What follows belongs to an exercise in optimizing a design on an open flow for small area and a short achievable clock period; a production flow would make more cautious choices. Function was checked by simulation only, so behaviour that the tests miss may differ from the original. Power and IR drop assume default switching activity.

File: design.v
`timescale 1ns / 1ps
module Main(
    input clk, reset,
    input [2:0] user_y,
    input [2:0] choice_y,
    input [1:0] mode_y,
    input [7:0] touch_y,
    input [1:0] baDu_y,
    output tub_sel1,
    output tub_sel2,
    output tub_sel3,
    output tub_sel4,
    output tub_sel5,
    output tub_sel6,
    output tub_sel7,
    output tub_sel8,
    output [7:0] tub_control1,
    output [7:0] tub_control2,
    output [7:0] led,
    output [3:0] length_led,
    output t,
    output speaker
    );
  function [6:0] rom_a(input [1:0] s, input [6:0] i);
    reg [3583:0] tab;
    begin
      tab = 3584'he1c3870e1c3870e1c3870e1c3870e1c3870e1c3870e1c3870e1c50a0ea9a9222406ad5ab468c18356ad244480d5ab5692264c6ad5a488901ab56ad1a3060d5ab491120356ad5b9daad224089262c96b0543054a1a3080d193464d182a50d184068c9a3268c152868c203464d193460a0e1c3870e1c3870e1c3870e1c3870e1c3870fb76ed1a3177264418d1641d91120ba8d1dc3570d193462dd930731e2c880d96294c9d5a860edcc068c9425468d9b0711e2c880d96294c9d5a850c5db980d18a850951a381020b583124478902453a9528d7a9424448722445972224068c0e1c3870e1c3870e1c3870e1c3870e1c3870e1c3870e1c3870e1c3870e1c3870e1c3870e1c3870e1c3870e1c3870e1c3870e1c3870e1c3870e1c3870e1c3870e1c3870e1c3870e1c3870fa0309102848b143058d1830408d22850b1630669142858b1833409122850b17b068d18304080e1c3870e1c3870e1c3870e1c3870e1c3870e1c3870e1c3870e1c3870e1c3870e1c3870e1c3870e1c3870e1c3870e1c3870e1c3870e1c3870e1c3870e1c3870e1c3870e1c3870e1c3870e1c3870e1c3870e1c3870e1c3870e1c3870e1c3870e1c3870e1c3870e1c3870e1c3870e1c387;
      rom_a = tab >> ({s, i} * 7);
    end
  endfunction
  function [21:0] tone(input [4:0] n);
    reg [703:0] tab;
    begin
      tab = 704'hc5000374000f900045c00128000530001750000000018b0006ec001f20008b800250000a64002ea95440000317000ddc003e4001178004a10014c8005d5;
      tone = tab >> (n * 22);
    end
  endfunction
  function [7:0] digit(input [2:0] d);
    begin
      case (d)
        3'd0: digit = 8'b11111100;
        3'd1: digit = 8'b01100000;
        3'd2: digit = 8'b11011010;
        3'd3: digit = 8'b11110010;
        3'd4: digit = 8'b01100110;
        3'd5: digit = 8'b10110110;
        3'd6: digit = 8'b10111110;
        default: digit = 8'b11100000;
      endcase
    end
  endfunction
  function [1:0] senc(input [2:0] c);
    begin
      case (c)
        3'b001: senc = 2'd1;
        3'b010: senc = 2'd2;
        3'b100: senc = 2'd3;
        default: senc = 2'd0;
      endcase
    end
  endfunction
  assign t = 1'b0;
  reg [13:0] div;
  reg [4:0] sx;       
  reg [7:0] ca;       
  reg [7:0] cl;       
  reg init;           
  always @(posedge clk or negedge reset) begin
    if (!reset) begin
      div <= 14'd0;
      sx <= 5'd0;
      ca <= 8'd0;
      cl <= 8'd0;
      init <= 1'b1;
    end else begin
      div <= div + 14'd1;
      if (sx == 5'd31) sx <= 5'd0;
      else if (div[4:0] == 5'd31) sx <= sx + 5'd1;
      ca <= (ca == 8'd194) ? 8'd0 : ca + 8'd1;
      cl <= (cl == 8'd140) ? 8'd0 : cl + 8'd1;
      if (div[2:0] == 3'd7) init <= 1'b0;
    end
  end
  wire [2:0] ph = div[2:0];
  wire rise = (div == 14'd0);
  wire bps_x = (sx == 5'd31);
  wire bps_a = (ca == 8'd0) && (div[2:0] == 3'd0);
  wire bps_l = (cl == 8'd0) && (div[3:0] == 4'd0) && !init;
  reg [2:0] user, choice;
  reg [1:0] mode, baDu;
  reg [7:0] touch;
  always @(posedge clk or negedge reset) begin
    if (!reset) begin
      user <= 3'd0; choice <= 3'd0; mode <= 2'd0; baDu <= 2'd0; touch <= 8'd0;
    end else if (bps_x) begin
      user <= user_y; choice <= choice_y; mode <= mode_y; baDu <= baDu_y; touch <= touch_y;
    end
  end
  wire [1:0] mode_n  = bps_x ? mode_y  : mode;
  wire [7:0] touch_n = bps_x ? touch_y : touch;
  wire [1:0] baDu_n  = bps_x ? baDu_y  : baDu;
  reg chg_a, chg_l;
  reg [1:0] sel;      
  always @(posedge clk or negedge reset) begin
    if (!reset) chg_a <= 1'b0;
    else chg_a <= bps_x && (choice_y != choice);
  end
  always @(posedge clk) begin
    chg_l <= bps_x && (choice_y != choice || user_y != user);
    if (!chg_a) sel <= senc(choice);
  end
  reg [23:0] anJian;
  reg [2:0] tkey;
  always @(*) begin
    case (touch)
      8'b10000000: tkey = 3'd0;
      8'b01000000: tkey = 3'd1;
      8'b00100000: tkey = 3'd2;
      8'b00010000: tkey = 3'd3;
      8'b00001000: tkey = 3'd4;
      8'b00000100: tkey = 3'd5;
      8'b00000010: tkey = 3'd6;
      8'b00000001: tkey = 3'd7;
      default: tkey = 3'd0;
    endcase
  end
  wire t_oh_q = (touch != 8'd0) && ((touch & (touch - 8'd1)) == 8'd0);
  reg [7:0] keq;
  integer qe;
  always @(*)
    for (qe = 0; qe < 8; qe = qe + 1)
      keq[qe] = (anJian[qe*3 +: 3] == tkey);
  reg [23:0] anJian_n;
  integer q;
  always @(*) begin
    anJian_n = anJian;
    if (mode == 2'b11)
      for (q = 0; q < 8; q = q + 1)
        if (user == q) anJian_n[q*3 +: 3] = tkey;
  end
  always @(posedge clk or negedge reset) begin
    if (!reset) anJian <= 24'b111_110_101_100_011_010_001_000;
    else anJian <= anJian_n;
  end
  reg [6:0] ia, il;
  wire [6:0] il_n;
  wire [1:0] sel_n = chg_a ? sel : senc(choice);
  wire rsel = (ph == 3'd4);
  wire [1:0] rs = rsel ? sel : sel_n;
  wire [6:0] ri = rsel ? ia : il_n;
  wire [6:0] ro = rom_a(rs, ri);
  wire [4:0] ro_l = (rs == 2'd2 && ri >= 7'd100) ? ((ri == 7'd100) ? 5'd0 : 5'd7) : ro[4:0];
  reg [6:0] Ac, Lc;
  wire [6:0] Lc_n = rsel ? Lc : {ro[6:5], ro_l};
  always @(posedge clk or negedge reset) begin
    if (!reset) Ac <= 7'd7;
    else if (rsel) Ac <= ro;
  end
  always @(posedge clk) Lc <= Lc_n;
  reg [2:0] tpa;
  reg [4:0] ma;
  wire [6:0] ra = Ac;
  wire [2:0] tpA = {1'b0, ra[6:5]} + 3'd2;
  wire wrap_a = (sel == 2'd1) ? (ia == 7'd42) : (sel == 2'd2) ? (ia == 7'd106) :
                (sel == 2'd3) ? (ia == 7'd97) : 1'b0;
  reg [4:0] ma_n;
  always @(*) begin
    if (chg_a) ma_n = 5'd7;
    else if (bps_a) ma_n = (tpa == tpA) ? 5'd7 : ra[4:0];
    else ma_n = ma;
  end
  always @(posedge clk or negedge reset) begin
    if (!reset) begin
      ia <= 7'd0; tpa <= 3'd0; ma <= 5'd7;
    end else begin
      ma <= ma_n;
      if (chg_a) begin
        ia <= 7'd0; tpa <= 3'd0;
      end else if (bps_a) begin
        if (tpa < tpA) tpa <= tpa + 3'd1;
        else begin
          tpa <= 3'd0;
          ia <= wrap_a ? 7'd0 : ia + 7'd1;
        end
      end
    end
  end
  reg [2:0] tpl;
  reg [3:0] ptc, pt;
  reg [9:0] score, lscore;
  reg once, zflag;
  reg [4:0] ml;
  reg [1:0] lastCheck, moShi;
  wire [4:0] nl = Lc[4:0];
  wire [2:0] tpL = {1'b0, Lc[6:5]} + 3'd2;
  wire [2:0] kl = nl[2:0];
  wire wrap_l = (sel == 2'd1) ? (il == 7'd42) : (sel == 2'd2) ? (il == 7'd106) :
                (sel == 2'd3) ? (il == 7'd97) : 1'b0;
  reg hitl;
  integer hj;
  always @(*) begin
    hitl = 1'b0;
    for (hj = 0; hj < 8; hj = hj + 1)
      if (kl == hj && keq[hj]) hitl = 1'b1;
  end
  wire [1:0] check = chg_l ? 2'd0 : (t_oh_q && hitl) ? 2'd1 : (touch == 8'd0) ? 2'd2 : 2'd0;
  wire [3:0] tpL4 = {1'b0, tpL};
  reg [1:0] sabf;
  always @(*) begin
    case ({tpL4, pt})
      8'h21, 8'h32, 8'h43, 8'h54, 8'h23, 8'h34, 8'h45, 8'h56: sabf = 2'd3;
      8'h20, 8'h31, 8'h42, 8'h53, 8'h24, 8'h35, 8'h46, 8'h57: sabf = 2'd2;
      8'h30, 8'h41, 8'h52, 8'h25, 8'h36, 8'h47, 8'h58: sabf = 2'd1;
      default: sabf = 2'd0;
    endcase
  end
  wire [1:0] SAB = chg_l ? 2'd0 : sabf;
  wire adv_l = bps_l && !(tpl < tpL) && (moShi == 2'd2) && once;
  assign il_n = chg_l ? 7'd0 : adv_l ? (wrap_l ? 7'd0 : il + 7'd1) : il;
  reg [4:0] ml_n;
  always @(*) begin
    if (chg_l) ml_n = 5'd7;
    else if (bps_l) ml_n = nl;
    else ml_n = ml;
  end
  always @(posedge clk or negedge reset) begin
    if (!reset) moShi <= 2'd0;
    else if (check == 2'd1 && lastCheck == 2'd2) moShi <= 2'd1;
    else if (check == 2'd2 && lastCheck == 2'd1) moShi <= 2'd2;
  end
  always @(posedge clk) lastCheck <= check;
  always @(posedge clk or negedge reset) begin
    if (!reset) begin
      il <= 7'd0; tpl <= 3'd0; ptc <= 4'd0; pt <= 4'd0;
      score <= 10'd0; lscore <= 10'd0; once <= 1'b1; zflag <= 1'b0; ml <= 5'd7;
    end else begin
      ml <= ml_n;
      if (chg_l) begin
        once <= 1'b1; lscore <= 10'd0; il <= 7'd0; tpl <= 3'd0;
        ptc <= 4'd0; pt <= 4'd0; zflag <= 1'b1;
      end else begin
        if (zflag && ph == 3'd0) begin
          score <= 10'd0; zflag <= 1'b0;
        end
        if (bps_l) begin
          if (moShi == 2'd1) begin
            once <= 1'b1; ptc <= 4'd0;
          end else if (ptc != 4'd15) ptc <= ptc + 4'd1;
          if (tpl < tpL) tpl <= tpl + 3'd1;
          else if (moShi == 2'd2 && once) begin
            score <= lscore + {8'd0, SAB};
            lscore <= score;
            tpl <= 3'd0;
            if (wrap_l) begin
              il <= 7'd0; pt <= ptc;
            end else il <= il + 7'd1;
            once <= 1'b0;
          end
        end
      end
    end
  end
  reg [79:0] r1, r2, r3;
  wire [9:0] h1 = r1[9:0], h2 = r2[9:0], h3 = r3[9:0];
  wire at_u = (ph == user);
  wire [9:0] hw = (choice == 3'b001) ? h1 : (choice == 3'b010) ? h2 : h3;
  wire wr = at_u && (score > hw);
  wire [9:0] n1 = init ? 10'd0 : (wr && choice == 3'b001) ? score : h1;
  wire [9:0] n2 = init ? 10'd0 : (wr && choice == 3'b010) ? score : h2;
  wire [9:0] n3 = init ? 10'd0 : (wr && choice == 3'b100) ? score : h3;
  always @(posedge clk) begin
    r1 <= {n1, r1[79:10]};
    r2 <= {n2, r2[79:10]};
    r3 <= {n3, r3[79:10]};
  end
  wire [9:0] rd = (choice == 3'b001) ? n1 : (choice == 3'b010) ? n3 :
                  (choice == 3'b100) ? n2 : 10'd0;
  reg [9:0] rref;
  reg [2:0] rcnt;
  always @(posedge clk) begin
    if (at_u) rref <= rd;
    rcnt <= ((ph == 3'd0) ? 3'd0 : rcnt) + {2'd0, (!at_u && rd > rref)};
  end
  wire [2:0] rank = rcnt;
  reg [4:0] mfree;
  reg [2:0] fi;
  reg fhit;
  integer i2;
  always @(*) begin
    fhit = 1'b0; fi = 3'd0;
    for (i2 = 7; i2 >= 0; i2 = i2 - 1)
      if (keq[i2]) begin
        fhit = 1'b1; fi = i2;
      end
    if (!fhit || !t_oh_q || fi == 3'd7 || baDu == 2'b10) mfree = 5'd7;
    else mfree = {baDu[1], baDu[0] & !baDu[1], fi};
  end
  reg [4:0] note;
  always @(*) begin
    case (mode)
      2'b00: note = mfree;
      2'b01: note = ma;
      2'b10: note = ml;
      default: note = {1'b0, user != 3'd7, user};
    endcase
  end
  reg [4:0] last;
  reg [21:0] cnt;
  reg pwm;
  wire cz = (cnt == 22'd0);
  always @(posedge clk) last <= note;
  always @(posedge clk or negedge reset) begin
    if (!reset) begin
      cnt <= 22'd2445568; pwm <= 1'b0;
    end else begin
      if (last != note || cz) cnt <= tone(note);
      else cnt <= cnt - 22'd1;
      if (last != note) pwm <= 1'b0;
      else if (cz) pwm <= ~pwm;
    end
  end
  assign speaker = pwm;
  reg [7:0] dec [0:7];      
  reg [7:0] keyused;        
  integer kj;
  always @(*) begin
    keyused = 8'd0;
    for (kj = 0; kj < 8; kj = kj + 1) begin
      dec[kj] = 8'd128 >> anJian[kj*3 +: 3];
      if (kj < 7) keyused = keyused | dec[kj];
    end
  end
  function [6:0] kdec(input [4:0] n);
    integer j;
    begin
      for (j = 0; j < 7; j = j + 1)
        kdec[j] = (n[2:0] == j);
    end
  endfunction
  wire [6:0] ka_n = kdec(ma_n);
  wire [6:0] kl_n = kdec(ml_n);
  reg [7:0] pa_n, pl_n;      
  reg [2:0] sa, sl;
  integer pj;
  always @(*) begin
    sa = 3'd0; sl = 3'd0;
    for (pj = 0; pj < 7; pj = pj + 1) begin
      if (ka_n[pj]) sa = sa | anJian[pj*3 +: 3];
      if (kl_n[pj]) sl = sl | anJian[pj*3 +: 3];
    end
    pa_n = (ka_n != 7'd0) ? 8'd128 >> sa : 8'd0;
    pl_n = (kl_n != 7'd0) ? 8'd128 >> sl : 8'd0;
  end
  wire [7:0] led_n;
  LedNext u_led(.m(mode_n), .tc(touch_n), .bd(baDu_n), .pa(pa_n), .pl(pl_n), .ku(keyused), .o(led_n));
  wire [1:0] lb_n = Lc_n[6:5];
  reg [7:0] led_r;
  reg [3:0] len_r;
  always @(posedge clk or negedge reset) begin
    if (!reset) begin
      led_r <= 8'd0; len_r <= 4'd0;
    end else begin
      led_r <= led_n;
      if (mode_n == 2'b10)
        case (lb_n)
          2'd0: len_r <= 4'b1110;
          2'd1: len_r <= 4'b1111;
          2'd2: len_r <= 4'b1000;
          default: len_r <= 4'b1100;
        endcase
      else len_r <= 4'd0;
    end
  end
  assign led = led_r;
  assign length_led = len_r;
  reg [2:0] scan;
  wire [7:0] dig = digit((mode == 2'b01 || scan == 3'd6) ? choice : (scan == 3'd7) ? user : rank);
  reg [7:0] seg_en, seg1, seg2;
  always @(posedge clk or negedge reset) begin
    if (!reset) begin
      scan <= 3'd0; seg_en <= 8'd0; seg1 <= 8'd0; seg2 <= 8'd0;
    end else if (rise) begin
      scan <= scan + 3'd1;
      case (mode)
        2'b00: begin
          seg_en <= 8'b00000001; seg1 <= 8'd0; seg2 <= 8'b10001110;
        end
        2'b01: begin
          seg_en <= 8'b01000001; seg2 <= 8'b11101110; seg1 <= dig;
        end
        2'b10: begin
          case (scan)
            3'd7: begin seg_en <= 8'b1000_0000; seg1 <= dig; end
            3'd6: begin seg_en <= 8'b0100_0000; seg1 <= dig; end
            3'd5: begin
              seg_en <= 8'b0010_0000;
              case (SAB)
                2'b01: seg1 <= 8'b1111_1110;
                2'b10: seg1 <= 8'b1110_1110;
                2'b11: seg1 <= 8'b1011_0110;
                default: seg1 <= 8'b1001_1100;
              endcase
            end
            3'd4: begin seg_en <= 8'b0001_0000; seg1 <= dig; end
            3'd0: begin seg_en <= 8'b0000_0001; seg2 <= 8'b0001_1100; end
            default: seg_en <= 8'b0000_0000;
          endcase
        end
        default: begin
          seg_en <= 8'b00000001; seg1 <= 8'b10011100; seg2 <= 8'b10011100;
        end
      endcase
    end
  end
  assign {tub_sel1, tub_sel2, tub_sel3, tub_sel4, tub_sel5, tub_sel6, tub_sel7, tub_sel8} = seg_en;
  assign tub_control1 = seg1;
  assign tub_control2 = seg2;
endmodule
module LedNext(
    input [1:0] m,
    input [7:0] tc,
    input [1:0] bd,
    input [7:0] pa, pl, ku,
    output [7:0] o
    );
  wire [3:0] a1 = {tc[7] | tc[6], tc[5] | tc[4], tc[3] | tc[2], tc[1] | tc[0]};
  wire [3:0] a2 = {tc[7] & tc[6], tc[5] & tc[4], tc[3] & tc[2], tc[1] & tc[0]};
  wire b1l = a1[0] | a1[1], b1h = a1[2] | a1[3];
  wire b2l = a2[0] | a2[1] | (a1[0] & a1[1]);
  wire b2h = a2[2] | a2[3] | (a1[2] & a1[3]);
  wire one = (b1l ^ b1h) & !(b2l | b2h);
  wire [7:0] f = tc & ku & {8{one && bd != 2'b10}};
  reg [7:0] r;
  always @(*) begin
    case (m)
      2'b00: r = f;
      2'b01: r = pa;
      2'b10: r = pl;
      default: r = tc;
    endcase
  end
  assign o = r;
endmodule
File: flow/run.sh
#!/bin/bash
# The standard layout (standard.sh: the ORFS flow), with these changes to
# how the layout is made:
#  - synthesis is the standard synthesis script with a stronger ABC
#    script for the combinational logic (flow/synth.tcl, flow/abc_deep.script);
#    registers are mapped exactly as in the standard synthesis;
#  - ports are buffered with buf_2 cells instead of the delay cells that
#    buffer_ports picks by default;
#  - clock tree synthesis without dummy loads, with clkbuf_8 leaf buffers
#    over clusters of up to 18 sinks.
# make's output goes to synth.log and standard.log; each ORFS step also logs
# under orfs/logs/.
set -o pipefail
export MY_ABC_SCRIPT=$PWD/flow/abc_deep.script
bash standard.sh SYNTH_SCRIPT=$PWD/flow/synth.tcl synth > synth.log 2>&1 || exit 1
bash standard.sh \
  "BUFFER_PORTS_ARGS=-buffer_cell sky130_fd_sc_hd__buf_2" \
  "CTS_ARGS=-sink_clustering_enable -repair_clock_nets -dont_use_dummy_load -sink_clustering_size 18 -sink_clustering_max_diameter 70 -buf_list sky130_fd_sc_hd__clkbuf_8 -root_buf sky130_fd_sc_hd__clkbuf_16" \
  finish > standard.log 2>&1
File: flow/abc_deep.script
strash
&get -n
&deepsyn -T 300
&put
dch -f
amap
topo
File: flow/synth.tcl
# synth_recipe.tcl (the standard synthesis), with one change: the abc call
# maps the top module's combinational logic with the ABC script named by
# MY_ABC_SCRIPT; the other modules keep ORFS's script.
proc synth {args} { yosys synth -nofsm -noshare {*}$args }
proc abc {args} {
  set i [lsearch -exact $args -script]
  if {$i >= 0 && [info exists ::env(MY_ABC_SCRIPT)]} {
    set deep $args
    lset deep [expr {$i+1}] $::env(MY_ABC_SCRIPT)
    yosys abc {*}$deep $::env(DESIGN_NAME)
    yosys abc {*}$args LedNext
  } else {
    yosys abc {*}$args
  }
}
source $::env(SCRIPTS_DIR)/synth.tcl
# left out here: clear keep_hierarchy, flatten, clean up, hide names made inside functions, write 1_2_yosys.v
File: standard.sh
#!/bin/bash
# synth_recipe.tcl (not shown) runs the flow's synth.tcl, then flattens the netlist and writes it again
# the make line also repeats each setting of config.mk as NAME=value (left out here)
make -C /OpenROAD-flow-scripts/flow DESIGN_CONFIG=/design/flow/config.mk WORK_HOME=/design/flow/orfs CLKGATE_MAP_FILE= SYNTH_SCRIPT=/design/flow/synth_recipe.tcl "${@:-finish}"
File: config.mk
export PLATFORM = sky130hd
export DESIGN_NAME = Main
export DESIGN_NICKNAME = Main
export VERILOG_FILES = /design/flow/design.v
export SDC_FILE = /design/flow/constraint.sdc
export NUM_CORES = 4
export LEC_CHECK = 0
export ABC_AREA = 1
export CAP_MARGIN = 20
export CORE_MARGIN = 2
export CORE_UTILIZATION = 50
export SLEW_MARGIN = 60
export SYNTH_HIERARCHICAL = 1
export SYNTH_MINIMUM_KEEP_SIZE = 0
File: constraint.sdc
create_clock -name core_clock -period 45.0 [get_ports {clk}]
set_input_delay 9.0000 -clock core_clock [delete_from_list [all_inputs] [get_ports {clk}]]
set_output_delay 9.0000 -clock core_clock [all_outputs]
set_load 0.01 [all_outputs]
==> metrics.cfg, run 1 <==
[clocking]
clk_latency_ns = 0.53
post_cts_resized = 0
clockBufferDepth = 3
htree_levels = 2
cts_buffers = 35
cts.sinks = 473
cts-root-buf = clkbuf_16
clk_pin_slew_ns = 0.10
postCtsHoldBufs = 0
postCtsSetupBuffers = 0
cts_tree = done

[timing]
period_minus_slack_ns = 10.12
drv_slew = 0
maxSlewHeadroom = 0.6161
clock_skew_ns = 0.05197
period_share = 0.2250
rsz0062_at_grt = no
setup_tns_ns = 0
clock.fmax_mhz = 98.77
hold_violations = 0
holdWs_ns = 0.2767
finalSetupViolCount = 0
worstMarginPinSlew_ns = 0.5698

[yosys]
yosysUniqueCellTypes = 61
ys.flop_type = dfxtp_1
synth_area_per_cell_sq_um = 9.312
ys_ff_latch = 473
yosysSeqAreaShare = 0.5398
syn-cell-area_sq_mm = 0.01977
synthCells = 2123
yosysWarningCount = 9
ys_async_sr_fraction = 0.4292
synth_edf_count = 15

[floorplan]
die_h_um = 202.8
ios = 58
core.rowCount = 72
die_x_um = 202.8
core_sq_mm = 0.03883
initial_core_util = 0.5092
dieArea_sq_mm = 0.04114

[global_route]
grt_overflow = 0
grtUsageTotal = 0.2699
grt_max_degree = 81
antenna_found_initial = 0
grt_pass1_vias = 15613
grt_pass1_wl_um = 86980

[setup_path]
critPathBufInv = 1
critPathCaptureType = primary output
crit_slowest_cell = dfrtp_1
worst_ep_required_time_ns = 36.00
cp_cell_sequence = buf_2
worst-r2r-setup-slack_ns = 36.95
critical_path_depth = 1
critPathLaunchType = flip-flop
critical_path_class = reg2out
cp.arrival_ns = 1.12
reg2regPathDepth = 31
cp_max_fo = 2
critical_path.max_stage_delay_ns = 0.44
crit_family = flip-flops

[route]
num_vias = 16368
remaining_drc_errors = 0
first_iter_violations = 1854
antenna_left = 0
wl_per_cell_um = 20.19
vias_per_cell = 5.946
routed_wl_um = 55590
firstDrtPassIters = 11

[flow_run]
maxCapViolCount = 0

[run_status]
outcome = timing/DRC/antenna clean

[power]
peakVddDrop_mv = 0.01634
p_leak_nw = 8.760
power_density_mw_per_mm2 = 31.44

[layout]
design_area_sq_mm = 0.02171
layout_common_cells = 302 x nor2_1, 299 x clkinv_1, 255 x dfxtp_1
regArea_sq_mm = 0.01067
drive_gt1_frac = 0.08770
diodes = 0
finalNetCount = 2344
multi_input_area_sq_mm = 0.008142
syn_to_final_growth_pct = 9.835
final_common_cell = nor2_1
nFillCells = 3444
final_core_util = 0.5592

[place]
place_area_sq_mm = 0.02106
port_buffers = 51
dpl.hpwl_um = 40970
gp_congestion = 0.9654

[min_path]
hold_depth = 0
min_path_type = reg2reg

## sequential cells by signal, summed over array words and instances, names as in the netlist, 7 cells and up
register	count
r1	80
r2	80
r3	80
anJian	24
cnt	22
div	14
lscore	10
rref	10
score	10
ca	8
cl	8
led_r	8
touch	8
Ac	7
Lc	7
ia	7
il	7
seg1	7
## per-module statistics from Yosys (local to each module, per instance)
module   area [sq um]  flip-flops and latches  copies in the design
Main            19350                     473                     1
LedNext         421.7                       0                     1
## worst paths after layout
kind                         start               to
max in group asynchronous    reset          cnt[16]
min reg2reg                 r1[53]           r1[43]
max reg2reg                 div[1]         len_r[2]
max                        seg1[2]  tub_control1[2]
min                         r1[53]           r1[43]
min in group asynchronous    reset            ia[5]
## synth_stat cells, drive strengths merged (8+ instances only)
cell,n,area [sq um]
nor2b,10,62.56
or3,27,168.9
a311oi,10,87.58
or2,12,75.07
a211oi,16,120.1
dfrtp,174,4354
a21oi,109,545.5
buf,10,72.56
dfxtp,255,5105
o221ai,10,87.58
nor2,312,1191
o21ai,93,465.5
clkinv,303,1142
nor3,89,445.4
o32ai,11,96.34
o32a,8,80.08
nand3,29,145.1
a22oi,8,60.06
o22ai,122,763.2
a2111oi,19,166.4
a31oi,24,150.1
ha,86,1076
nor4,25,156.4
o22a,24,210.2
dfstp,29,762.0
nand4,17,106.4
edfxtp,15,450.4
nand2,151,566.8
o311ai,13,113.9
and3,9,56.30
a222oi,32,320.3
o21a,16,120.1
## power by group
group,internal (W),switching [W]
logic,0.0000141,0.0000257
registers,0.000431,0.00000505
clock network,0.0000805,0.000126
## layout make-up
type | instances | area share
well taps | 518 | 0.02985
flip-flops and latches | 473 | 0.4915
inverters | 310 | 0.05399
repair buffers | 82 | 0.02495
multi-input cells | 1335 | 0.3750
clock buffers | 35 | 0.02478
## per-layer routing
| metal | track usage | wire, um | up-vias |
|---|---|---|---|
| li1 | - | - | 7760 |
| met1 | 0.3757 | 24720 | 7807 |
| met2 | 0.4232 | 24860 | 662 |
| met3 | 0.04864 | 4013 | 139 |
| met4 | 0.09776 | 2005 | 0 |
| met5 | 0 | 0 | - |
## logic make-up (layout without fill, tap and decap cells)
group | count (synthesis) | after routing | synth area share
xor+xnor | 1 | 1 | 0.0004431
fa+ha+maj | 87 | 87 | 0.05544
compound gates | 553 | 553 | 0.1882
simple gates | 688 | 688 | 0.1532
flops | 473 | 473 | 0.5398
buf+inv | 320 | 427 | 0.06278
other cells | 1 | 6 | 0.0001897
## through the flow
stage / setup WS, ns / power, W / instances
final: 34.88 / 0.0006828 / 2753
after global routing: 34.82 / 0.0007126 / 2753
after CTS: 34.82 / 0.0006908 / 2750
after detailed placement: 34.55 / 0.0004843 / 2715
after global placement: 33.73 / 0.0004829 / 2713
after floorplan: 35.00 / 0.0004677 / 2128
==> run 2, diff against run 1 <==
--- a/design.v
+++ b/design.v
@@ -60,13 +60,20 @@
     end
   endfunction
+  function [7:0] lfsr8(input [7:0] s);
+    begin
+      lfsr8 = {s[6:0], ~(s[7] ^ s[5] ^ s[4] ^ s[3])};
+    end
+  endfunction
   assign t = 1'b0;
-  reg [13:0] div;
+  reg [4:0] div;
+  reg [8:0] dhi;
   reg [4:0] sx;       
-  reg [7:0] ca;       
-  reg [7:0] cl;       
+  reg [7:0] ca;
+  reg [7:0] cl;
   reg init;           
   always @(posedge clk or negedge reset) begin
     if (!reset) begin
-      div <= 14'd0;
+      div <= 5'd0;
+      dhi <= 9'd0;
       sx <= 5'd0;
       ca <= 8'd0;
@@ -74,14 +81,15 @@
       init <= 1'b1;
     end else begin
-      div <= div + 14'd1;
+      div <= div + 5'd1;
+      if (div == 5'd31) dhi <= {dhi[7:0], dhi[8] ^ dhi[4] ^ (dhi[7:0] == 8'd0)};
       if (sx == 5'd31) sx <= 5'd0;
       else if (div[4:0] == 5'd31) sx <= sx + 5'd1;
-      ca <= (ca == 8'd194) ? 8'd0 : ca + 8'd1;
-      cl <= (cl == 8'd140) ? 8'd0 : cl + 8'd1;
+      ca <= (ca == 8'd16) ? 8'd0 : lfsr8(ca);
+      cl <= (cl == 8'd134) ? 8'd0 : lfsr8(cl);
       if (div[2:0] == 3'd7) init <= 1'b0;
     end
   end
   wire [2:0] ph = div[2:0];
-  wire rise = (div == 14'd0);
+  wire rise = (div == 5'd0) && (dhi == 9'd0);
   wire bps_x = (sx == 5'd31);
   wire bps_a = (ca == 8'd0) && (div[2:0] == 3'd0);
==> run 2 against run 1 <==
Net effect: non-clock buffer count shrank 3; critical endpoint is now length_led[3]; global-route usage shrank 0.39 points; cell area shrank 1.7%; die area shrank 1.4%; clock skew shrank 0.0043 ns; synthesized cell count shrank 2.4%; maximum frequency shrank 0.13%; sequential share of layout area grew 0.83 points; largest cell class unchanged; first-iteration DRC count shrank 9.7%; clock power shrank 2%; count of clock-buffer cells in the layout shrank 1; utilization shrank 0.54 points.
==> metrics.cfg, run 2 <==
[run_status]
outcome = timing/DRC/antenna clean

[route]
routed_wl_um = 54020
remaining_drc_errors = 0
firstDrtPassIters = 6
vias_per_cell = 5.936
wl_per_cell_um = 20.10
num_vias = 15951
antenna_left = 0
first_iter_violations = 1675

[setup_path]
critPathBufInv = 1
crit_slowest_cell = dfrtp_1
critPathCaptureType = primary output
critical_path_class = reg2out
cp.arrival_ns = 1.14
cp_max_fo = 1
critical_path.max_stage_delay_ns = 0.45
critPathLaunchType = flip-flop
cp_cell_sequence = buf_2
worst_ep_required_time_ns = 36.00
crit_family = flip-flops

[layout]
drive_gt1_frac = 0.09133
layout_common_cells = 318 x nor2_1, 254 x dfxtp_1, 239 x clkinv_1
final_common_cell = nor2_1
finalNetCount = 2272
final_core_util = 0.5538
largest_registers = r1: 80 flops, r2: 80 flops, r3: 80 flops
syn_to_final_growth_pct = 9.530
design_area_sq_mm = 0.02135

[place]
gp_congestion = 1.014
dpl.hpwl_um = 39560
place_area_sq_mm = 0.02076
port_buffers = 51

[floorplan]
initial_core_util = 0.5056
die_h_um = 201.5
core.rowCount = 72
core_sq_mm = 0.03856
dieArea_sq_mm = 0.04059
die_x_um = 201.5
ios = 58

[clocking]
postCtsHoldBufs = 0
cts-root-buf = clkbuf_16
clk_pin_slew_ns = 0.11
cts_buffers = 34
clockBufferDepth = 3
cts.sinks = 473
post_cts_resized = 0
htree_levels = 2
cts_tree = done
postCtsSetupBuffers = 0
clk_latency_ns = 0.54

[power]
power_density_mw_per_mm2 = 31.54
peakVddDrop_mv = 0.01655
p_leak_nw = 8.470

[yosys]
synth_edf_count = 15
yosysTopAreaCellShare = 0.2618
yosysSeqAreaShare = 0.5474
syn-cell-area_sq_mm = 0.01950
ys_async_sr_fraction = 0.4292
yosysUniqueCellTypes = 66
ys_ff_latch = 473
synth_commonest_cells = 323 x nor2_1, 255 x dfxtp_1, 246 x clkinv_1
synth_area_per_cell_sq_um = 9.414
synth.most_common_cell = nor2_1
synthCells = 2071
synth_top_area_cell = dfxtp_1
yosys-top-cells-area = dfxtp_1 26%, dfrtp_1 22%, nor2_1 6.2%, ha_1 5.2%, clkinv_1 4.7%
ys.flop_type = dfxtp_1
yosysWarningCount = 9

[global_route]
use_met3 = 0.04584
grtUsageMet2 = 0.4067
grt_pass1_wl_um = 84720
grt_overflow = 0
grtUsageTotal = 0.2660
grt_max_degree = 65
grt_pass1_vias = 15319
met1_usage = 0.3638
grt-busiest-layer = met2
antenna_found_initial = 1

[timing]
finalSetupViolCount = 0
drv_slew = 0
period_minus_slack_ns = 10.14
worstMarginPinSlew_ns = 0.6221
clock.fmax_mhz = 98.64
clock_skew_ns = 0.04765
period_share = 0.2253
hold_violations = 0
maxSlewHeadroom = 0.5845
rsz0062_at_grt = no
setup_tns_ns = 0

[flow_run]
maxCapViolCount = 0

[min_path]
min_path_type = reg2reg

run 2: cell types whose count changed after synthesis, sizes merged, moves of 15 or more:
cell and change:
clkinv -56, nand2 -23, nand3 +32, nor2 +15, o21ai +29, o22ai -30
run 2: logic make-up after synthesis:
logic type	synth area share
AND/OR/NAND/NOR	0.1540
AO/OA/AOI/OAI	0.1905
flip-flops	0.5474
buffers and inverters	0.05500
adder cells (fa/ha/maj)	0.05301
other	0.0001923
run 2: per-stage QoR:
step	cells	worst slack (ns)	total power, W	hold slack, ns
finish	2687	34.86	0.0006734	0.2889
global route	2687	34.81	0.0007034	0.2856
CTS	2684	34.80	0.0006824	0.2792
global placement	2646	34.51	0.0004772	0.3095
detailed placement	2650	34.64	0.0004789	0.3121
floorplan	2076	35.00	0.0004634	0.3096
run 2: modules after synthesis, one instance, submodules excluded:
module	copies in the design	flops+latches
LedNext	1	0
Main	1	473
run 2: final cells by class:
| class | instances | area (sq um) |
|---|---|---|
| inverters | 254 | 965.9 |
| multi-input cells | 1328 | 8031 |
| clock buffers | 34 | 524.3 |
| repair buffers | 79 | 509.2 |
| well taps | 518 | 648.1 |
| fillers | 3547 | 17200 |
| flip-flops and latches | 473 | 10670 |
| diodes | 1 | 2.502 |
run 2: where the power goes:
group | internal [W] | switching, W
clock network | 0.0000785 | 0.000124
registers | 0.000430 | 0.00000535
logic | 0.0000117 | 0.0000230
total | 0.000521 | 0.000153
run 2: final timing paths:
check	startpoint	endpoint	slack, ns	cells after the start
worst min-delay path	r3[59]	r3[49]	0.29	0
max in group asynchronous	reset	ml[1]	35.49	4
worst max-delay path	len_r[3]	length_led[3]	34.86	1
min in group asynchronous	reset	lscore[9]	8.27	1
worst min register to register	r3[59]	r3[49]	0.29	0
worst max register to register	div[0]	len_r[2]	36.84	27
run 2: metal layers:
metal,part of all wire,up-vias
met5,0,-
met4,0.052,0
met1,0.44,7526
met2,0.44,622
met3,0.069,199
li1,-,7604
==> run 3, diff against run 2 <==
--- a/config.mk
+++ b/config.mk
@@ -9,5 +9,5 @@
 export CAP_MARGIN = 20
 export CORE_MARGIN = 2
-export CORE_UTILIZATION = 50
+export CORE_UTILIZATION = 60
 export SLEW_MARGIN = 60
 export SYNTH_HIERARCHICAL = 1
==> run 3 against run 2 <==
Net effect: largest power group unchanged; non-clock buffer count decreased by 4; count of clock-buffer cells in the layout unchanged; flip-flop and latch count unchanged; still clean.
==> metrics.cfg, run 3 <==
[yosys]
synth_top_area_cell = dfxtp_1
yosys-top-cells-area = dfxtp_1 26%, dfrtp_1 22%, nor2_1 6.2%, ha_1 5.2%, clkinv_1 4.7%
synthMuxAreaShare = 0
ys.flop_type = dfxtp_1
syn-cell-area_sq_mm = 0.01950
synthXorXnorAreaFrac = 0
synth_top_family_by_area = compound AO/OA/AOI/OAI gates
synth_adder_area_share = 0.05301
yosysTopAreaCellShare = 0.2618
synth_commonest_cells = 323 x nor2_1, 255 x dfxtp_1, 246 x clkinv_1
yosysUniqueCellTypes = 66
yosysWarningCount = 9
yosys.area_share.simple = 0.1540
ys_ff_latch = 473
synth.most_common_cell = nor2_1
synthCells = 2071
synth_compound_area_frac = 0.1905
synth_area_per_cell_sq_um = 9.414
yosysSeqAreaShare = 0.5474
ys_async_sr_fraction = 0.4292
synth_edf_count = 15

[route]
remaining_drc_errors = 0
antenna_left = 0
firstDrtPassIters = 10
vias_per_cell = 6.323
first_iter_violations = 2003
num_vias = 16477
wl_per_cell_um = 20.46
routed_wl_um = 53320

[min_path]
min_from = r3[79]
min_path_type = reg2reg

[floorplan]
core.rowCount = 66
initial_core_util = 0.6038
die_x_um = 184.3
ios = 58
core_sq_mm = 0.03229
dieArea_sq_mm = 0.03395
die_h_um = 184.3

[clocking]
cts_tree = done
post_cts_resized = 0
clockBufferDepth = 3
postCtsSetupBuffers = 0
cts_buffers = 34
cts-root-buf = clkbuf_16
clk_pin_slew_ns = 0.10
postCtsHoldBufs = 0
cts.sinks = 473
clk_latency_ns = 0.51
htree_levels = 2

[setup_path]
cp_max_fo = 1
critical_path.max_stage_delay_ns = 0.44
rr_startpoint = div[0]
cp_cell_sequence = buf_2
critPathBufInv = 1
cp.arrival_ns = 1.10
critical_path_class = reg2out
crit_family = flip-flops
critPathCaptureType = primary output
cp-startpoint = len_r[2]
critPathLaunchType = flip-flop
worst_ep_required_time_ns = 36.00
crit_slowest_cell = dfrtp_1

[layout]
diodes = 0
syn_to_final_growth_pct = 9.029
drive_gt1_frac = 0.09011
design_area_sq_mm = 0.02126
finalNetCount = 2268
final_common_cell = nor2_1
largest_registers = r1: 80 flops, r2: 80 flops, r3: 80 flops
fin_cells = 2606
layout_common_cells = 321 x nor2_1, 255 x dfxtp_1, 237 x clkinv_1

[global_route]
antenna_found_initial = 0
grt_max_degree = 115
grt_pass1_wl_um = 83900
grt_pass1_vias = 16013
grtUsageTotal = 0.3145
grt_overflow = 0

[timing]
setup_tns_ns = 0
clock.fmax_mhz = 99.06
finalSetupViolCount = 0
drv_slew = 0
holdWs_ns = 0.2555
hold_violations = 0
clock_skew_ns = 0.07481
period_share = 0.2243
period_minus_slack_ns = 10.10
maxSlewHeadroom = 0.6108
worstMarginPinSlew_ns = 0.5817
rsz0062_at_grt = no

[place]
gp_congestion = 0.9942
place_inst = 2570
port_buffers = 51
dpl.hpwl_um = 38240
place_area_sq_mm = 0.02060

[power]
power_density_mw_per_mm2 = 31.53
p_leak_nw = 8.471
peakVddDrop_mv = 0.02336
p_total_w = 0.0006703

[run_status]
outcome = timing/DRC/antenna clean

[flow_run]
maxCapViolCount = 0

run 3: cell counts after synthesis:
No cell type changed its count.
run 3: final cells by class:
cell class	count	area (sq um)
fillers	2479	11030
clock buffers	34	524.3
flip-flops and latches	473	10670
well taps	442	553.0
repair buffers	75	501.7
multi-input cells	1328	8040
inverters	254	965.9
run 3: per-stage QoR:
stage | setup WS, ns | utilization
6_report | 34.90 | 0.6583
3_3_place_gp | 34.11 | 0.6318
2_1_floorplan | 35.00 | -
5_1_grt | 34.87 | 0.6583
3_5_place_dp | 34.65 | 0.6379
4_1_cts | 34.88 | 0.6542
run 3: path summary, 6_finish.rpt:
check,slack [ns],depth (start not counted),to
worst max-delay path,34.90,1,length_led[2]
max in group asynchronous,35.44,4,cnt[12]
worst min register to register,0.26,0,r3[69]
min in group asynchronous,8.31,1,score[6]
worst min-delay path,0.26,0,r3[69]
worst max register to register,36.84,25,len_r[0]
run 3: Yosys stat by module (local to each module, per instance):
module	copies in the design	cells inside
LedNext	1	91
Main	1	1980
run 3: cell families after synthesis:
family / after synthesis
AND/OR/NAND/NOR: 686
AO/OA/AOI/OAI: 554
flip-flops: 473
buffers and inverters: 275
adder cells (fa/ha/maj): 82
other: 1
run 3: power by group:
group / internal (W) / total, W / switching (W)
Clock: 0.0000785 / 0.000200 / 0.000122
Combinational: 0.0000119 / 0.0000349 / 0.0000230
Sequential: 0.000430 / 0.000435 / 0.00000499
Total: 0.000521 / 0.000670 / 0.000150
run 3: per-layer routing:
layer / GRT usage / vias to the layer above / wire (um)
met3: 0.05631 / 224 / 4501
met2: 0.5100 / 848 / 24590
met4: 0.1523 / 0 / 2679
met1: 0.4093 / 7827 / 21540
met5: 0 / - / 0
li1: - / 7578 / -
==> run 4, diff against run 3 <==
--- a/config.mk
+++ b/config.mk
@@ -9,6 +9,6 @@
 export CAP_MARGIN = 20
 export CORE_MARGIN = 2
-export CORE_UTILIZATION = 60
-export SLEW_MARGIN = 60
+export CORE_UTILIZATION = 65
+export SLEW_MARGIN = 50
 export SYNTH_HIERARCHICAL = 1
 export SYNTH_MINIMUM_KEEP_SIZE = 0
==> run 4 against run 3 <==
Net effect: via count up 2.9%; critical endpoint is now length_led[0]; wire length up 6.3%; setup slack worse by 0.021 ns; worst hold slack better by 0.0039 ns; combinational power up 2%; critical path depth unchanged; clock skew down 0.011 ns; clock power down 4%.
==> metrics.cfg, run 4 <==
[floorplan]
ios = 58
die_h_um = 177.2
initial_core_util = 0.6596
core_sq_mm = 0.02956
core.rowCount = 63
dieArea_sq_mm = 0.03140
die_x_um = 177.2

[yosys]
yosysTopAreaCellShare = 0.2618
syn-cell-area_sq_mm = 0.01950
synth_edf_count = 15
synth.most_common_cell = nor2_1
synth_area_per_cell_sq_um = 9.414
yosysUniqueCellTypes = 66
yosysWarningCount = 9
synth_top_area_cell = dfxtp_1
yosys-top-cells-area = dfxtp_1 26%, dfrtp_1 22%, nor2_1 6.2%, ha_1 5.2%, clkinv_1 4.7%
ys_async_sr_fraction = 0.4292
yosysSeqAreaShare = 0.5474
ys_ff_latch = 473
ys.flop_type = dfxtp_1
synthCells = 2071
synth_commonest_cells = 323 x nor2_1, 255 x dfxtp_1, 246 x clkinv_1

[timing]
hold_violations = 0
drv_slew = 0
holdWs_ns = 0.2594
period_share = 0.2248
clock.fmax_mhz = 98.85
setup_tns_ns = 0
timing.final.ws_setup_ns = 34.88
worstMarginPinSlew_ns = 0.7691
maxSlewHeadroom = 0.4807
finalSetupViolCount = 0
rsz0062_at_grt = no
period_minus_slack_ns = 10.12
clock_skew_ns = 0.06396

[global_route]
grt_pass1_vias = 16437
antenna_found_initial = 0
grtUsageTotal = 0.3561
grt_pass1_wl_um = 87590
grt_overflow = 0
grt_max_degree = 116

[setup_path]
critical_path.max_stage_delay_ns = 0.43
r2r_end = len_r[2]
reg2regPathDepth = 29
crit_family = flip-flops
critPathBufInv = 1
critical_path_class = reg2out
cp_max_fo = 1
cp.arrival_ns = 1.12
critPathCaptureType = primary output
cp_cell_sequence = buf_2
worstSetupEndpoint = length_led[0]
critPathLaunchType = flip-flop
rr_startpoint = div[0]
worst_ep_required_time_ns = 36.00
worst-r2r-setup-slack_ns = 36.07
cp-startpoint = len_r[0]
critical_path_depth = 1
crit_slowest_cell = dfrtp_1

[route]
wl_per_cell_um = 22.23
antenna_left = 0
routed_wl_um = 56690
first_iter_violations = 2388
firstDrtPassIters = 8
remaining_drc_errors = 0
num_vias = 16958
vias_per_cell = 6.650

[flow_run]
maxCapViolCount = 0

[layout]
largest_registers = r1: 80 flops, r2: 80 flops, r3: 80 flops
fin_cells = 2550
diodes = 0
finalNetCount = 2264
drive_gt1_frac = 0.07546
final_common_cell = nor2_1
syn_to_final_growth_pct = 7.457
design_area_sq_mm = 0.02095
layout_common_cells = 322 x nor2_1, 255 x dfxtp_1, 244 x clkinv_1

[clocking]
clockBufferDepth = 3
cts-root-buf = clkbuf_16
clk_latency_ns = 0.54
post_cts_resized = 0
postCtsSetupBuffers = 0
cts.sinks = 473
cts_buffers = 31
clk_pin_slew_ns = 0.11
cts_tree = done
htree_levels = 1
postCtsHoldBufs = 0

[power]
peakVddDrop_mv = 0.02132
p_leak_nw = 8.379
power_density_mw_per_mm2 = 31.65

[min_path]
min_path_type = reg2reg

[place]
port_buffers = 51
place_ws_ns = 34.48
dpl.hpwl_um = 40570
gp_congestion = 1.014
place_area_sq_mm = 0.02040
place_inst = 2516

[run_status]
outcome = timing/DRC/antenna clean

## run 4: cell counts after synthesis
Identical to the previous run, type by type.
## run 4: how the worst min path moves through the flow
stage,startpoint,endpoint,slack (ns),cells after the start
finish,r3[68],r3[58],0.26,0
global route,r2[79],r2[69],0.25,0
CTS,r1[68],r1[58],0.26,0
detailed placement,r3[12],r3[2],0.31,0
global placement,r2[46],r2[36],0.31,0
floorplan,r1[10],r1[0],0.31,0
## run 4: layer usage
layer / up-vias / global-route usage / wire length, um
met5: - / 0 / 0
met4: 0 / 0.2021 / 3543
met3: 280 / 0.05284 / 5193
met2: 1084 / 0.5794 / 26420
met1: 8043 / 0.4565 / 21530
li1: 7551 / - / -
## run 4: power breakdown
part	switching [W]	internal [W]	total, W
Sequential	0.00000537	0.000430	0.000436
Combinational	0.0000242	0.0000115	0.0000357
Clock	0.000123	0.0000683	0.000192
## run 4: modules after synthesis (local to each module, per instance)
| module | copies in the design | cell area (sq um) | cells inside |
|---|---|---|---|
| LedNext | 1 | 421.7 | 91 |
| Main | 1 | 19070 | 1980 |
## run 4: cell type report
type / instances / area [sq um]
clock buffer: 31 / 460.4
fill: 2038 / 8610
inverter: 254 / 959.7
multi-input combinational: 1328 / 7900
sequential: 473 / 10670
tap: 390 / 488.0
timing repair buffer: 74 / 470.5
## run 4: logic make-up after synthesis
group | synth area share
compound gates | 0.1905
fa+ha+maj | 0.05301
buf+inv | 0.05500
flops | 0.5474
other cells | 0.0001923
simple gates | 0.1540
## run 4: stage by stage
| step | power [W] | utilization |
|---|---|---|
| finish | 0.0006631 | 0.7087 |
| CTS | 0.0006628 | 0.7057 |
| global route | 0.0006842 | 0.7087 |
| global placement | 0.0004757 | 0.6877 |
| detailed placement | 0.0004787 | 0.6901 |
| floorplan | 0.0004634 | - |
==> run 5, diff against run 4 <==
--- a/config.mk
+++ b/config.mk
@@ -10,5 +10,5 @@
 export CORE_MARGIN = 2
 export CORE_UTILIZATION = 65
-export SLEW_MARGIN = 50
+export SLEW_MARGIN = 40
 export SYNTH_HIERARCHICAL = 1
 export SYNTH_MINIMUM_KEEP_SIZE = 0
==> run 5 against run 4 <==
Net effect: utilization decreased by 0.44 points; cell count decreased by 0.20%; clock skew fell by 0.029 ns.
==> metrics.cfg, run 5 <==
[setup_path]
critPathCaptureType = primary output
critPathBufInv = 1
critPathLaunchType = flip-flop
rr_startpoint = div[0]
cp_max_fo = 3
cp-startpoint = pwm
worst_ep_required_time_ns = 36.00
critical_path_class = reg2out
crit_family = flip-flops
critical_path.max_stage_delay_ns = 0.42
crit_slowest_cell = dfrtp_1
cp.arrival_ns = 1.11
cp_cell_sequence = buf_2

[timing]
rsz0062_at_grt = no
period_minus_slack_ns = 10.11
clock.fmax_mhz = 98.92
hold_violations = 0
period_share = 0.2246
finalSetupViolCount = 0
clock_skew_ns = 0.03480
worstMarginPinSlew_ns = 0.8215
setup_tns_ns = 0
maxSlewHeadroom = 0.4382
drv_slew = 0

[min_path]
min_path_type = reg2reg
min_from = r3[59]

[route]
routed_wl_um = 56090
firstDrtPassIters = 7
num_vias = 16848
first_iter_violations = 2156
wl_per_cell_um = 22.04
remaining_drc_errors = 0
vias_per_cell = 6.620
antenna_left = 0

[layout]
nFillCells = 2077
syn_to_final_growth_pct = 6.790
layout_common_cells = 322 x nor2_1, 255 x dfxtp_1, 245 x clkinv_1
drive_gt1_frac = 0.06775
diodes = 0
final_common_cell = nor2_1
largest_registers = r1: 80 flops, r2: 80 flops, r3: 80 flops
finalNetCount = 2259
fin_cells = 2545

[yosys]
synth_top_area_cell = dfxtp_1
yosysWarningCount = 9
ys_async_sr_fraction = 0.4292
ys.flop_type = dfxtp_1
synthCells = 2071
yosysSeqAreaShare = 0.5474
synth_area_per_cell_sq_um = 9.414
yosysTopAreaCellShare = 0.2618
synth_commonest_cells = 323 x nor2_1, 255 x dfxtp_1, 246 x clkinv_1
yosys-top-cells-area = dfxtp_1 26%, dfrtp_1 22%, nor2_1 6.2%, ha_1 5.2%, clkinv_1 4.7%
synth_edf_count = 15
yosysUniqueCellTypes = 66
ys_ff_latch = 473
synth.most_common_cell = nor2_1
syn-cell-area_sq_mm = 0.01950

[global_route]
antenna_found_initial = 0
met1_usage = 0.4494
grtUsageTotal = 0.3545
grt-busiest-layer = met2
grt_overflow = 0
grt_pass1_wl_um = 86940
grtUsageMet2 = 0.5819
grt_pass1_vias = 16456
grt_max_degree = 116
use_met3 = 0.06186

[floorplan]
core.rowCount = 63
initial_core_util = 0.6596
dieArea_sq_mm = 0.03140
core_sq_mm = 0.02956
die_x_um = 177.2
die_h_um = 177.2
ios = 58

[clocking]
cts.sinks = 473
postCtsHoldBufs = 0
cts_tree = done
clk_latency_ns = 0.54
postCtsSetupBuffers = 0
clk_pin_slew_ns = 0.11
post_cts_resized = 0
cts-root-buf = clkbuf_16
cts_buffers = 30
htree_levels = 1
clockBufferDepth = 3

[power]
p_clk_frac = 0.287
peakVddDrop_mv = 0.02057
power_density_mw_per_mm2 = 31.68
swShare = 0.2298
p_total_w = 0.0006595
combPwrFrac = 0.053
p_leak_nw = 8.332
p_sw_w = 0.0001515
internal_power_w = 0.0005080
seqPwrFrac = 0.660

[place]
port_buffers = 51
gp_congestion = 1.014
dpl.hpwl_um = 40500
place_inst = 2515

[flow_run]
maxCapViolCount = 0

[run_status]
outcome = timing/DRC/antenna clean

==> run 5: layer usage <==
layer  vias to the layer above  wire [um]
met5                         -          0
met4                         0       3223
met3                       264       4938
met2                      1023      26490
met1                      8006      21440
li1                       7555          -
==> run 5: cell families (layout without fill, tap and decap cells) <==
group                    Yosys count  in the layout  synth area share
buffers and inverters            275            354           0.05500
AND/OR/NAND/NOR                  686            686            0.1540
AO/OA/AOI/OAI                    554            554            0.1905
other                              1              6         0.0001923
flip-flops                       473            473            0.5474
adder cells (fa/ha/maj)           82             82           0.05301
==> run 5: worst paths after layout <==
kind | to | slack (ns) | cells after the start
min in group asynchronous | score[6] | 8.40 | 1
worst min-delay path | r3[49] | 0.32 | 0
worst max-delay path | speaker | 34.89 | 1
worst max register to register | len_r[2] | 36.12 | 25
max in group asynchronous | pt[3] | 35.31 | 2
worst min register to register | r3[49] | 0.32 | 0
==> run 5: area by class of cell <==
type	instances	area (sq um)	share of cell area
Multi-Input combinational cell	1328	7831	0.3761
Clock buffer	30	446.7	0.02145
Sequential cell	473	10670	0.5126
Tap cell	390	488.0	0.02344
Inverter	254	958.4	0.04603
Timing Repair Buffer	70	424.2	0.02037
==> run 5: modules after synthesis (local to each module, per instance) <==
module | copies in the design | cells inside
LedNext | 1 | 91
Main | 1 | 1980
==> run 5: power groups by stage <==
stage | clock network (W) | logic [W] | registers (W)
6_report | 0.000189 | 0.0000348 | 0.000436
5_1_grt | 0.000206 | 0.0000383 | 0.000436
4_1_cts | 0.000190 | 0.0000341 | 0.000435
3_5_place_dp | 0 | 0.0000338 | 0.000444
3_3_place_gp | 0 | 0.0000319 | 0.000444
2_1_floorplan | 0 | 0.0000203 | 0.000443
==> run 5: metrics by stage <==
stage	worst slack (ns)	utilization	cell area (sq um)	hold slack, ns
floorplan	35.00	-	19520	0.3096
global placement	34.09	0.6877	20330	0.3095
detailed placement	34.47	0.6888	20360	0.3121
CTS	34.88	0.7039	20810	0.3234
global route	34.87	0.7043	20820	0.3332
finish	34.89	0.7043	20820	0.3189
==> run 6, diff against run 5 <==
--- a/flow/run.sh
+++ b/flow/run.sh
@@ -3,5 +3,6 @@
 # how the layout is made:
 #  - synthesis is the standard synthesis script with a stronger ABC
-#    script for the combinational logic (flow/synth.tcl, flow/abc_deep.script);
+#    script for the combinational logic (flow/synth.tcl, flow/abc_deep.script,
+#    flow/abc_led.script);
 #    registers are mapped exactly as in the standard synthesis;
 #  - ports are buffered with buf_2 cells instead of the delay cells that
@@ -13,4 +14,5 @@
 set -o pipefail
 export MY_ABC_SCRIPT=$PWD/flow/abc_deep.script
+export MY_ABC_LED_SCRIPT=$PWD/flow/abc_led.script
 bash standard.sh SYNTH_SCRIPT=$PWD/flow/synth.tcl synth > synth.log 2>&1 || exit 1
 bash standard.sh \
==> flow/abc_led.script (new file) <==
strash
&get -n
&deepsyn -T 30
&put
dch -f
amap
topo
--- a/flow/synth.tcl
+++ b/flow/synth.tcl
@@ -1,5 +1,5 @@
 # synth_recipe.tcl (the standard synthesis), with one change: the abc call
 # maps the top module's combinational logic with the ABC script named by
-# MY_ABC_SCRIPT; the other modules keep ORFS's script.
+# MY_ABC_SCRIPT and LedNext's with the one named by MY_ABC_LED_SCRIPT.
 proc synth {args} { yosys synth -nofsm -noshare {*}$args }
 proc abc {args} {
@@ -9,5 +9,7 @@
     lset deep [expr {$i+1}] $::env(MY_ABC_SCRIPT)
     yosys abc {*}$deep $::env(DESIGN_NAME)
-    yosys abc {*}$args LedNext
+    set led $args
+    lset led [expr {$i+1}] $::env(MY_ABC_LED_SCRIPT)
+    yosys abc {*}$led LedNext
   } else {
     yosys abc {*}$args
--- a/config.mk
+++ b/config.mk
@@ -9,6 +9,6 @@
 export CAP_MARGIN = 20
 export CORE_MARGIN = 2
-export CORE_UTILIZATION = 65
-export SLEW_MARGIN = 40
+export CORE_UTILIZATION = 60
+export SLEW_MARGIN = 60
 export SYNTH_HIERARCHICAL = 1
 export SYNTH_MINIMUM_KEEP_SIZE = 0
==> run 6 against run 5 <==
Net effect: still clean on timing, DRC and antenna; sequential power barely moved; via count fell by 1.3%; cell area rose by 1.0%.
==> metrics.cfg, run 6 <==
[setup_path]
r2r_end = len_r[2]
critical_path.max_stage_delay_ns = 0.35
reg2regPathDepth = 27
worst-r2r-setup-slack_ns = 36.85
cp_max_fo = 8
worst_ep_required_time_ns = 45.37
cp.arrival_ns = 10.63
critPathCaptureType = flip-flop
cp_cell_sequence = buf_2, o22a_1, clkinv_1, a22oi_1, nor3_1, o2111ai_2, o21ai_0, a222oi_1, clkinv_1
rr_startpoint = div[0]
critPathLaunchType = input pin
worst_path_most_repeated_cell = clkinv_1
critical_path_class = in2reg
crit_slowest_cell = a222oi_1

[yosys]
synthCells = 2032
synth.most_common_cell = nor2_1
yosysSeqAreaShare = 0.5513
synth_top_area_cell = dfxtp_1
ys.flop_type = dfxtp_1
ys_ff_latch = 473
synth_edf_count = 15
yosysTopAreaCellShare = 0.2637
ys_async_sr_fraction = 0.4292
synth_commonest_cells = 298 x nor2_1, 268 x clkinv_1, 255 x dfxtp_1
yosys-top-cells-area = dfxtp_1 26%, dfrtp_1 22%, nor2_1 5.8%, ha_1 5.2%, clkinv_1 5.2%
syn-cell-area_sq_mm = 0.01936
synth_area_per_cell_sq_um = 9.527
yosysUniqueCellTypes = 60
yosysWarningCount = 9

[clocking]
cts.sinks = 473
htree_levels = 2
post_cts_resized = 0
clockBufferDepth = 3
cts_tree = done
postCtsSetupBuffers = 0
clk_pin_slew_ns = 0.10
postCtsHoldBufs = 0
cts-root-buf = clkbuf_16
cts_buffers = 34
clk_latency_ns = 0.51

[power]
power_density_mw_per_mm2 = 32.16
peakVddDrop_mv = 0.02859
p_leak_nw = 8.370
p_total_w = 0.0006765

[place]
gp_congestion = 0.9935
dpl.hpwl_um = 41080
port_buffers = 51

[timing]
period_minus_slack_ns = 10.26
period_share = 0.2280
rsz0062_at_grt = no
drv_slew = 0
finalSetupViolCount = 0
hold_violations = 0
worstMarginPinSlew_ns = 0.6142
clock.fmax_mhz = 97.48
clock_skew_ns = 0.08856
setup_tns_ns = 0
maxSlewHeadroom = 0.5886

[floorplan]
ios = 58
initial_core_util = 0.6119
die_h_um = 183.6
core.rowCount = 65
core_sq_mm = 0.03164
die_x_um = 183.6
dieArea_sq_mm = 0.03372

[route]
remaining_drc_errors = 0
first_iter_violations = 2040
wl_per_cell_um = 22.63
vias_per_cell = 6.576
num_vias = 16637
antenna_left = 0
firstDrtPassIters = 10
routed_wl_um = 57250

[min_path]
holdPathEnd = r2[58]
min_from = r2[68]
min_path_type = reg2reg
hold_depth = 0

[layout]
final_core_util = 0.6649
drive_gt1_frac = 0.08976
finalNetCount = 2232
syn_to_final_growth_pct = 8.661
final_common_cell = nor2_1
diodes = 0
layout_common_cells = 295 x nor2_1, 258 x clkinv_1, 255 x dfxtp_1
largest_registers = r1: 80 flops, r2: 80 flops, r3: 80 flops

[global_route]
grt_max_degree = 79
antenna_found_initial = 0
grt_pass1_vias = 16342
grt_pass1_wl_um = 88690
grtUsageTotal = 0.3384
grt_overflow = 0

[run_status]
outcome = timing/DRC/antenna clean

[flow_run]
maxCapViolCount = 0

[run 6: worst max-delay path by stage]
stage | slack (ns) | start | to | cells past startpoint
2_1_floorplan | 34.61 | touch_y[5] | led_r[0] | 8
3_3_place_gp | 34.15 | touch_y[4] | led_r[1] | 9
3_5_place_dp | 34.10 | touch_y[4] | led_r[5] | 9
4_1_cts | 34.62 | touch_y[4] | led_r[5] | 9
5_1_grt | 34.62 | touch_y[5] | led_r[5] | 9
6_report | 34.74 | touch_y[7] | led_r[5] | 9
[run 6: layout make-up]
cell class	count	area, sq um
sequential	473	10670
fill	2318	10600
multi-input combinational	1277	7831
inverter	268	1016
clock buffer	34	524.3
tap	402	503.0
timing repair buffer	76	489.2
[run 6: logic make-up (layout without fill, tap and decap cells)]
logic type,after synthesis,after routing,share of synthesized area
and+or+nand+nor,632,632,0.1430
AOI/OAI and AO/OA,557,557,0.1949
DFF,473,473,0.5513
buffers and inverters,287,378,0.05720
adders and majority gates,82,82,0.05339
other,1,6,0.0001937
[run 6: metal layers]
metal | part of all wire | GRT usage
met1 | 0.40 | 0.4367
met2 | 0.47 | 0.5514
met3 | 0.085 | 0.06022
met4 | 0.050 | 0.1690
met5 | 0 | 0
[run 6: critical path: cells and delay by family]
kind            cells  cell delay [ns]
compound gates      5             1.21
buf+inv             3             0.32
simple gates        1             0.10
[run 6: per-stage QoR]
stage / area (sq um) / instances / hold WS, ns / setup slack [ns]
global route: 21040 / 2530 / 0.2956 / 34.62
floorplan: 19380 / 2037 / 0.3096 / 34.61
detailed placement: 20400 / 2494 / 0.3121 / 34.10
global placement: 20250 / 2493 / 0.3096 / 34.15
finish: 21040 / 2530 / 0.2627 / 34.74
CTS: 20920 / 2528 / 0.2728 / 34.62
[run 6: power by group]
part	switching [W]	leakage, nW	internal (W)
logic	0.0000233	3.34	0.0000117
registers	0.00000531	4.76	0.000430
clock network	0.000127	0.270	0.0000785
total	0.000156	8.37	0.000521
[run 6: Yosys stat by module (local to each module, per instance)]
module,area (sq um),cells
Main,19070,1980
LedNext,284.0,52

## re-timing with driven ports
The results above use ideal ports. As a check the final layouts listed here were re-extracted and re-timed, cells and wires unchanged. Step 1, drivers: a clkbuf_16 drives clk and a buf_2 each remaining input, both assumed. Step 2 moves the port delays by t, midway between the first and last clock arrival at a register: inputs arrive t later, outputs are due t later. That takes back most of the time a late clock gives input paths. Three values: no drivers, after step 1, after step 2; two values: the first two.
| run | t, ns | slack for setup (ns) | worst hold slack (ns) | worst setup path after step 2 |
|---|---|---|---|---|
| run 1 | 0.574 | 34.876 / 34.815 / 34.510 | 0.277 / 0.277 / 0.277 | input to register |
| run 2 | 0.570 | 34.862 / 34.805 / 34.606 | 0.289 / 0.289 / 0.289 | input to register |
| run 3 | 0.527 | 34.905 / 34.848 / 34.642 | 0.256 / 0.256 / 0.256 | input to register |
| run 4 | 0.571 | 34.883 / 34.826 / 34.578 | 0.259 / 0.259 / 0.259 | input to register |
| run 5 | 0.585 | 34.891 / 34.833 / 34.433 | 0.319 / 0.319 / 0.319 | input to register |
| run 6 | 0.534 | 34.741 / 34.777 / 34.243 | 0.263 / 0.263 / 0.263 | input to register |
After both steps setup and hold are still met in every run listed. For run 6, which loses most, drivers alone change the setup slack by +0.036 ns; drivers and shift together by -0.498 ns.
